This is an optimization exercise on Yosys and OpenROAD, whose aim is small area, not a production implementation. In this exercise RTL edits were held to simulation tests only and were not proved equivalent to the original. Power and IR drop assume default switching activity.

==> flow/standard.sh <==
#!/bin/bash
# synth_recipe.tcl (not shown) runs the flow's synth.tcl, then flattens the netlist and writes it again
# the make line also repeats each setting of config.mk as NAME=value (left out here)
make -C /OpenROAD-flow-scripts/flow DESIGN_CONFIG=/design/flow/config.mk WORK_HOME=/design/flow/orfs CLKGATE_MAP_FILE= SYNTH_SCRIPT=/design/flow/synth_recipe.tcl "${@:-finish}"
==> flow/config.mk <==
export PLATFORM = sky130hd
export DESIGN_NAME = CNx8
export DESIGN_NICKNAME = CNx8
export VERILOG_FILES = /design/flow/design.v
export SDC_FILE = /design/flow/constraint.sdc
export NUM_CORES = 4
export LEC_CHECK = 0
export CAP_MARGIN = 30
export CORE_MARGIN = 2
export CORE_UTILIZATION = 65
export PLACE_DENSITY = 0.75
export SLEW_MARGIN = 30
==> flow/flow/run.sh <==
#!/bin/bash
# The standard layout (standard.sh) with three changes:
#  - synthesis maps the logic with flow/abc_speed.script (ABC's &nf with delay
#    relaxation and extra area-recovery rounds) instead of ORFS's speed script;
#    everything else in synthesis, including the registers, is unchanged;
#  - ports are buffered with buf_1;
#  - CTS uses larger sink clusters of clkbuf_16 and no dummy loads.
# make's output goes to flow_make.log; ORFS keeps each step's log under orfs/logs/.
set -euo pipefail
W=$PWD
rm -rf "$W/scripts_abc"
cp -r "$FLOW_HOME/scripts" "$W/scripts_abc"
cp "$W/flow/abc_speed.script" "$W/scripts_abc/abc_speed.script"
bash standard.sh \
  "SCRIPTS_DIR=$W/scripts_abc" \
  "BUFFER_PORTS_ARGS=-buffer_cell sky130_fd_sc_hd__buf_1" \
  "CTS_ARGS=-sink_clustering_enable -repair_clock_nets -dont_use_dummy_load -buf_list sky130_fd_sc_hd__clkbuf_16 -sink_clustering_size 30 -sink_clustering_max_diameter 70" \
  finish > flow_make.log 2>&1
==> flow/flow/abc_speed.script <==
&get -n
&st
&dch
&nf -R 1000
&st
&syn2
&if -g -K 6
&synch2
&nf -R 1000
&st
&dch -f
&nf -R 1000 -F 4 -A 4
&put
buffer -c
topo
stime -c
dnsize -c
==> flow/design.v <==
module CNx8 # (
	parameter DATA_W = 32,
	parameter PIPE_DEPTH = 2
)(
	input wire          			clk,
	input wire          			rst,
	input wire  [7:0]         		InputValid,
	input wire  [DATA_W*8-1:0]   	InDestVid,
	input wire  [DATA_W*8-1:0]   	InUpdate,
	output wire [DATA_W*8-1:0]   	OutUpdate,
	output wire [DATA_W*8-1:0]  	OutDestVid,
	output wire [7:0]  				OutValid
);
wire [7:0]   v [0:6];
wire [255:0] d [0:6];
wire [255:0] u [0:6];
assign v[0] = InputValid;
assign d[0] = InDestVid;
assign u[0] = InUpdate;
cnx_stage #(.DIST(1), .INV(0), .LO(14), .UNSW(1)) s0 (.clk(clk), .iv(v[0]), .id(d[0]), .iu(u[0]), .ov(v[1]), .od(d[1]), .ou(u[1]));
cnx_stage #(.DIST(2), .INV(1)) s1 (.clk(clk), .iv(v[1]), .id(d[1]), .iu(u[1]), .ov(v[2]), .od(d[2]), .ou(u[2]));
cnx_stage #(.DIST(1), .INV(0)) s2 (.clk(clk), .iv(v[2]), .id(d[2]), .iu(u[2]), .ov(v[3]), .od(d[3]), .ou(u[3]));
cnx_stage #(.DIST(4), .INV(1)) s3 (.clk(clk), .iv(v[3]), .id(d[3]), .iu(u[3]), .ov(v[4]), .od(d[4]), .ou(u[4]));
cnx_stage #(.DIST(2), .INV(0)) s4 (.clk(clk), .iv(v[4]), .id(d[4]), .iu(u[4]), .ov(v[5]), .od(d[5]), .ou(u[5]));
cnx_stage #(.DIST(1), .INV(1)) s5 (.clk(clk), .iv(v[5]), .id(d[5]), .iu(u[5]), .ov(v[6]), .od(d[6]), .ou(u[6]));
reg [3:0] rcnt;
always @(posedge clk) begin
	if (rst)
		rcnt <= 4'd12;
	else if (rcnt != 4'd0)
		rcnt <= rcnt - 4'd1;
end
assign OutValid   = (rcnt == 4'd0) ? v[6] : 8'h00;
assign OutDestVid = d[6];
assign OutUpdate  = u[6];
endmodule
module cnx_stage #(
	parameter DIST = 1,
	parameter INV = 0,
	parameter LO = 13,
	parameter UNSW = 0
)(
	input  wire         clk,
	input  wire [7:0]   iv,
	input  wire [255:0] id,
	input  wire [255:0] iu,
	output reg  [7:0]   ov,
	output reg  [255:0] od,
	output reg  [255:0] ou
);
localparam HI = 32 - LO;
reg [7:0]   cv;
reg [255:0] cd;
reg [255:0] cu;
reg [3:0]   cs;
reg [3:0]   cm;
genvar p, k;
generate
for (p = 0; p < 4; p = p + 1) begin : pr
	localparam integer A = (DIST == 1) ? 2*p :
	                       (DIST == 2) ? ((p >> 1) * 4 + (p & 1)) :
	                       p;
	localparam integer B = A + DIST;
	wire [31:0] ra = id[32*A +: 32];
	wire [31:0] rb = id[32*B +: 32];
	wire [31:0] qa = iu[32*A +: 32];
	wire [31:0] qb = iu[32*B +: 32];
	wire both = iv[A] & iv[B];
	wire [31:0] dt = ra ^ rb;
	wire [32:0] lc;
	assign lc[0] = 1'b0;
	for (k = 0; k < 32; k = k + 1) begin : cmp
		assign lc[k+1] = dt[k] ? (INV ? rb[k] : ra[k]) : lc[k];
	end
	wire sw = both & lc[32];
	wire mg = both & ~|dt;
	wire [LO-1:0] xl, yl, al;
	wire [LO:0]   cl;
	if (UNSW) begin : unsw
		assign xl = qa[LO-1:0];
		assign yl = qb[LO-1:0];
		assign cl[0] = 1'b0;
	end else if (INV) begin : tadd
		assign xl = ~(qa[LO-1:0] | {LO{sw}});
		assign yl = ~(qb[LO-1:0] | {LO{~(sw | mg)}});
		assign cl[0] = 1'b0;
	end else begin : nadd
		assign xl = ~(qa[LO-1:0] & {LO{~sw}});
		assign yl = ~(qb[LO-1:0] & {LO{sw | mg}});
		assign cl[0] = 1'b1;
	end
	assign al[0] = UNSW ? xl[0] ^ yl[0] : ~(~xl[0] ^ ~yl[0]) ^ INV;
	assign cl[1] = UNSW ? xl[0] & yl[0] : INV ? xl[0] & yl[0] : ~(~xl[0] & ~yl[0]);
	for (k = 1; k < LO; k = k + 1) begin : rl
		assign al[k]   = xl[k] ^ yl[k] ^ cl[k];
		assign cl[k+1] = (xl[k] & yl[k]) | (cl[k] & (xl[k] ^ yl[k]));
	end
	wire [LO-1:0] sl = UNSW ? ~(mg ? al : (sw ? qb[LO-1:0] : qa[LO-1:0])) : al;
	wire          co = UNSW ? ~(mg & cl[LO]) : cl[LO];
	reg cc;
	always @(posedge clk) begin
		cv[A] <= iv[A];
		cv[B] <= iv[B];
		cd[32*A +: 32] <= ~(sw ? rb : ra);
		cd[32*B +: 32] <= ~(sw ? ra : rb);
		cu[32*A +: 32] <= {qa[31:LO], sl};
		cu[32*B +: 32] <= {qb[31:LO], ~(sw ? qa[LO-1:0] : qb[LO-1:0])};
		cs[p] <= sw;
		cm[p] <= mg;
		cc <= co;
	end
	wire [HI-1:0] ha = cu[32*A+LO +: HI];
	wire [HI-1:0] hb = cu[32*B+LO +: HI];
	wire [HI-1:0] xa = INV ? ~(ha | {HI{cs[p]}}) : ~(ha & {HI{~cs[p]}});
	wire [HI-1:0] yb = INV ? ~(hb | {HI{~(cs[p] | cm[p])}}) : ~(hb & {HI{cs[p] | cm[p]}});
	wire [HI:0] c;
	wire [HI-1:0] s;
	assign c[0] = cc;
	for (k = 0; k < HI; k = k + 1) begin : rc
		assign s[k]   = xa[k] ^ yb[k] ^ c[k];
		assign c[k+1] = (xa[k] & yb[k]) | (c[k] & (xa[k] ^ yb[k]));
	end
	always @(posedge clk) begin
		ov[A] <= cv[A];
		ov[B] <= cv[B] & ~cm[p];
		od[32*A +: 32] <= cd[32*A +: 32];
		od[32*B +: 32] <= cd[32*B +: 32];
		ou[32*A +: 32] <= {s, cu[32*A +: LO]};
		ou[32*B +: 32] <= {~(cs[p] ? ha : hb), cu[32*B +: LO]};
	end
end
endgenerate
endmodule
==> flow/constraint.sdc <==
create_clock -name core_clock -period 10.0 [get_ports {clk}]
set_input_delay 2.0000 -clock core_clock [delete_from_list [all_inputs] [get_ports {clk}]]
set_output_delay 2.0000 -clock core_clock [all_outputs]
set_load 0.01 [all_outputs]
==> flow_summary_export.csv <==
group,metric,value,unit
global_routing,grt_usage,34.6,%
clocking,cts_hold_repair.buffers,0,
sta,maxSlewHeadroom,32.0,%
power_and_ir_drop,clock_power_share,19.6,%
logic_synthesis,synth_top_family_by_area,"multiplexers",
logic_synthesis,synth_ff_type,"dfxtp_1",
cells_and_area,fin_nets,17200,
setup_path,worst-path-buf-inv,1,
setup_path,crit_fanout,19,
clocking,cts.clk_slew.worst_paths,110,ps
global_routing,antenna_found_initial,126,
job,max_cap_violations,0,
setup_path,critPathKind,"reg -> reg",
min_path,holdPathStages,0,
logic_synthesis,synth.avg_cell_area,12.7,um2
clocking,cts_resized,0,
logic_synthesis,synthAdderAreaFrac,7.98,%
routing,drtAntennaViolNets,0,
routing,wl_met3,49.0,mm
sta,setup_viol,0,
power_and_ir_drop,p_sw,19.5,mW
sta,final_max_slew_viol_count,0,
global_routing,grt_pass1_vias,100000,
logic_synthesis,synthSimpleGateAreaFrac,6.33,%
setup_path,crit_slowest_cell,"dfxtp_1",
logic_synthesis,synth_top_area_share,66.9,%
clocking,h-tree-depth,5,
setup_path,cpMostUsedCell,"fa_1",
power_and_ir_drop,power_frac_comb,19.0,%
power_and_ir_drop,pwr-share-seq,61.4,%
power_and_ir_drop,p_leak,86.1,nW
cells_and_area,drive_gt1_share,3.34,%
setup_path,timing.rr.start,"s4.cs[3]",
cells_and_area,fillers,20300,
routing,first_iter_violations,13300,
sta,fin_setup_tns,0,ps
logic_synthesis,syn-cell-area,189000,um2
logic_synthesis,muxShareOfSynthArea,9.34,%
logic_synthesis,synth.area.top_cells,"dfxtp_1, mux2i_1, fa_1, nor2_1, inv_1",
routing,wl_met1,250,mm
floorplan,core,289000,um2
clocking,cts.sinks,6316,
setup_path,crit_family,"adder cells",
clocking,cts_tree,"yes",
logic_synthesis,ys.warnings.count,7,
floorplan,initial_core_util,65.5,%
sta,hold_viol_final,0,
power_and_ir_drop,p_per_area,301,nW/um2
setup_path,r2r-end,"s4.ou[191]",
logic_synthesis,synth_top_area_cell,"dfxtp_1",
logic_synthesis,ys_seq_elements,6316,
placed_design,dp.cells,19500,
routing,routed_wl,524,mm
floorplan,io_pins,1042,
logic_synthesis,synth-xor-area-share,0.250,%
sta,worst_pin_slew,1010,ps
global_routing,grt_pass1_wl,722,mm
sta,max_clock_freq,0.115,GHz
sta,min_period_over_period,86.9,%
routing,wl_met2,208,mm
min_path,hold_end,"s3.od[142]",
sta,fin_skew,97.9,ps
cells_and_area,area_growth,7.97,%
global_routing,grt_overflow,0,
logic_synthesis,async_flop_share,0,%
setup_path,critical_path_required,10870,ps
routing,via_count,109000,
floorplan,rows,197,
setup_path,crit_path_start_kind,"flip-flop",
sta,grt_setup_unrepaired,"false",
power_and_ir_drop,p_sw_share,31.7,%
clocking,clock_latency,950,ps
logic_synthesis,yosysSeqAreaShare,66.9,%
floorplan,die_area,295000,um2
run_status,status,"complete, no violations",
logic_synthesis,synth_edf_count,0,
clocking,cts_root_buf,"clkbuf_16",
min_path,worstHoldStart,"s3.cd[142]",
min_path,hold_path.class,"reg -> reg",
clocking,clock_path_buffers,4,
setup_path,cpPeakStageDelay,700,ps
clocking,cts_setup_buffers,0,
floorplan,die_h,543,um
cells_and_area,most-common-layout-cells,"dfxtp_1, mux2i_1, nor2_1",
placed_design,gp_congestion,1.01,
power_and_ir_drop,intPower,41.9,mW
routing,maxUsedRoutingLayer,"met5",
routing,drc,0,
setup_path,cp.arrival,9560,ps
global_routing,grt_max_degree,127,
setup_path,r2r_cells,23,
routing,via_per_inst,5.51,
logic_synthesis,synth_fp_nets,16200,
cells_and_area,stdcell_count,19800,
cells_and_area,final_common_cell,"dfxtp_1",
logic_synthesis,synth_cells,14900,
routing,drtPass1Iterations,8,
placed_design,dpl.hpwl,431,mm
floorplan,fp.dieW,543,um
sta,period_minus_slack,8690,ps
placed_design,io_buffers,1041,
routing,wl_per_cell,26.5,um
logic_synthesis,synth-compound-area-share,5.78,%
setup_path,crit_path_end_kind,"flip-flop",
logic_synthesis,synth.distinct_cells,72,
clocking,cts_buffers,269,
power_and_ir_drop,peakVddDrop,0.261,mV
setup_path,path_cells,"or2_2 -> and2_1 -> fa_1 -> inv_1 -> fa_1 -> fa_1 -> fa_1 -> fa_1 -> fa_1 -> fa_1 -> fa_1 -> fa_1 -> fa_1 -> fa_1 -> fa_1 -> fa_1 -> fa_1 -> fa_1 -> fa_1 -> fa_1 -> fa_1 -> xnor2_1 -> xnor2_1",
setup_path,r2r_slack,1310,ps
==> per-layer routing <==
layer / global-route usage, % / up-vias
li1: - / 50400
met1: 56.0 / 52700
met2: 47.5 / 5426
met3: 5.46 / 683
met4: 10.1 / 24
met5: 0 / -
==> per-stage QoR <==
stage	utilization, %	setup WS, ps	hold slack [ps]	power (mW)	instance area [um2]
after floorplan	-	1560	310	42.1	189000
after global placement	68.3	1400	310	49.1	197000
after detailed placement	68.3	1350	312	49.4	197000
after CTS	70.6	1330	242	61.0	204000
after global routing	70.7	930	241	63.5	204000
final	70.7	1310	245	61.4	204000
==> synthesized netlist by cell type (7+ instances only) <==
library cell and instances:
a222oi_1 7, buf_2 42, a2111oi_0 10, nand2_1 443
o2111ai_1 7, a2bb2oi_1 67, o21ai_0 213, a31oi_1 18
o221ai_1 51, nor3_1 41, xnor2_1 53, a211oi_1 49
buf_1 84, fa_1 720, nand2b_1 268, nor2b_1 141
a21oi_1 614, nor4b_1 8, o22ai_1 225, inv_1 1243
a21o_1 11, o211ai_1 16, nand3_1 47, or2_2 67
o221a_2 12, a22o_1 14, nor2_1 1348, o2bb2ai_1 96
o31ai_1 7, o21a_1 7, and2_1 111, o21bai_1 15
mux2i_1 1749, dfxtp_1 6316, clkbuf_1 332, mux2_2 12
a22oi_1 132, nor4_1 61, a221oi_1 83, nand4_1 46
a221o_1 12, ha_1 50, or4_1 12
==> kinds of logic (layout without fill, tap and decap cells) <==
logic type	after synthesis	count (layout)
DFF	6316	6316
and+or+nand+nor	2630	2630
muxes	1761	1761
buffers and inverters	1702	2664
AOI/OAI and AO/OA	1698	1698
adders and majority gates	774	774
xor gates and xnor gates	54	54
other	0	43
==> power by group through the flow <==
stage	sequential [mW]	combinational [mW]	clock, mW
2_1_floorplan	35.9	6.24	0
3_3_place_gp	37.8	11.3	0
3_5_place_dp	38.0	11.4	0
4_1_cts	37.4	11.5	12.1
5_1_grt	38.1	12.5	12.9
6_report	37.7	11.7	12.0
==> final cells by class <==
| class | count | area [um2] | share of cell area [%] |
|---|---|---|---|
| multi-input combinational | 6917 | 56400 | 27.6 |
| antenna | 43 | 108 | 0.0527 |
| sequential | 6316 | 126000 | 62.0 |
| inverter | 1244 | 4670 | 2.29 |
| clock buffer | 269 | 6730 | 3.30 |
| tap | 3880 | 4850 | 2.38 |
| timing repair buffer | 1151 | 4780 | 2.35 |
==> worst max-delay path by stage <==
stage,endpoint,startpoint,cells after the start,slack [ps]
4_1_cts,s4.ou[191],s4.cs[3],23,1330
6_report,s4.ou[191],s4.cs[3],23,1310
3_3_place_gp,s0.cu[141],InUpdate[128],19,1400
2_1_floorplan,s3.ou[127],s3.cs[3],23,1560
5_1_grt,s4.ou[191],s4.cs[3],23,930
3_5_place_dp,s4.ou[191],s4.cs[3],23,1350
==> worst register-to-register path: cells and delay by family (launching register included) <==
family        cells  cell delay, ps
fa+ha+maj        18            6890
buf+inv           1              50
flops             1             700
xor+xnor          2             320
simple gates      2             690

-- static timing again, ports no longer ideal --
In the flow no input, the clock included, has a driving cell. The finished layout below was timed again as built, in two steps. Step 1 sets driving cells, clkbuf_16 on the clock port and buf_2 on the other inputs (assumed; they add their load-dependent delay and slew). Step 2 also shifts input and output timing later by t, the mid clock arrival at the registers, as if the neighbouring blocks saw the same clock. a / b / c = ideal ports / drivers / drivers and shift; a / b = the first two.
t, ns: 1.006
setup WS [ns]: 1.308 / 1.308 / 1.308
latest minus earliest clock arrival (ns): 0.098 / 0.098
worst slew at a driven data input, ns: 0.20
cell pins on the clock port's net: 1
After both steps this run still meets setup and hold. The setup slack of this run moves by 0.000 ns with the drivers and by 0.000 ns with both steps.
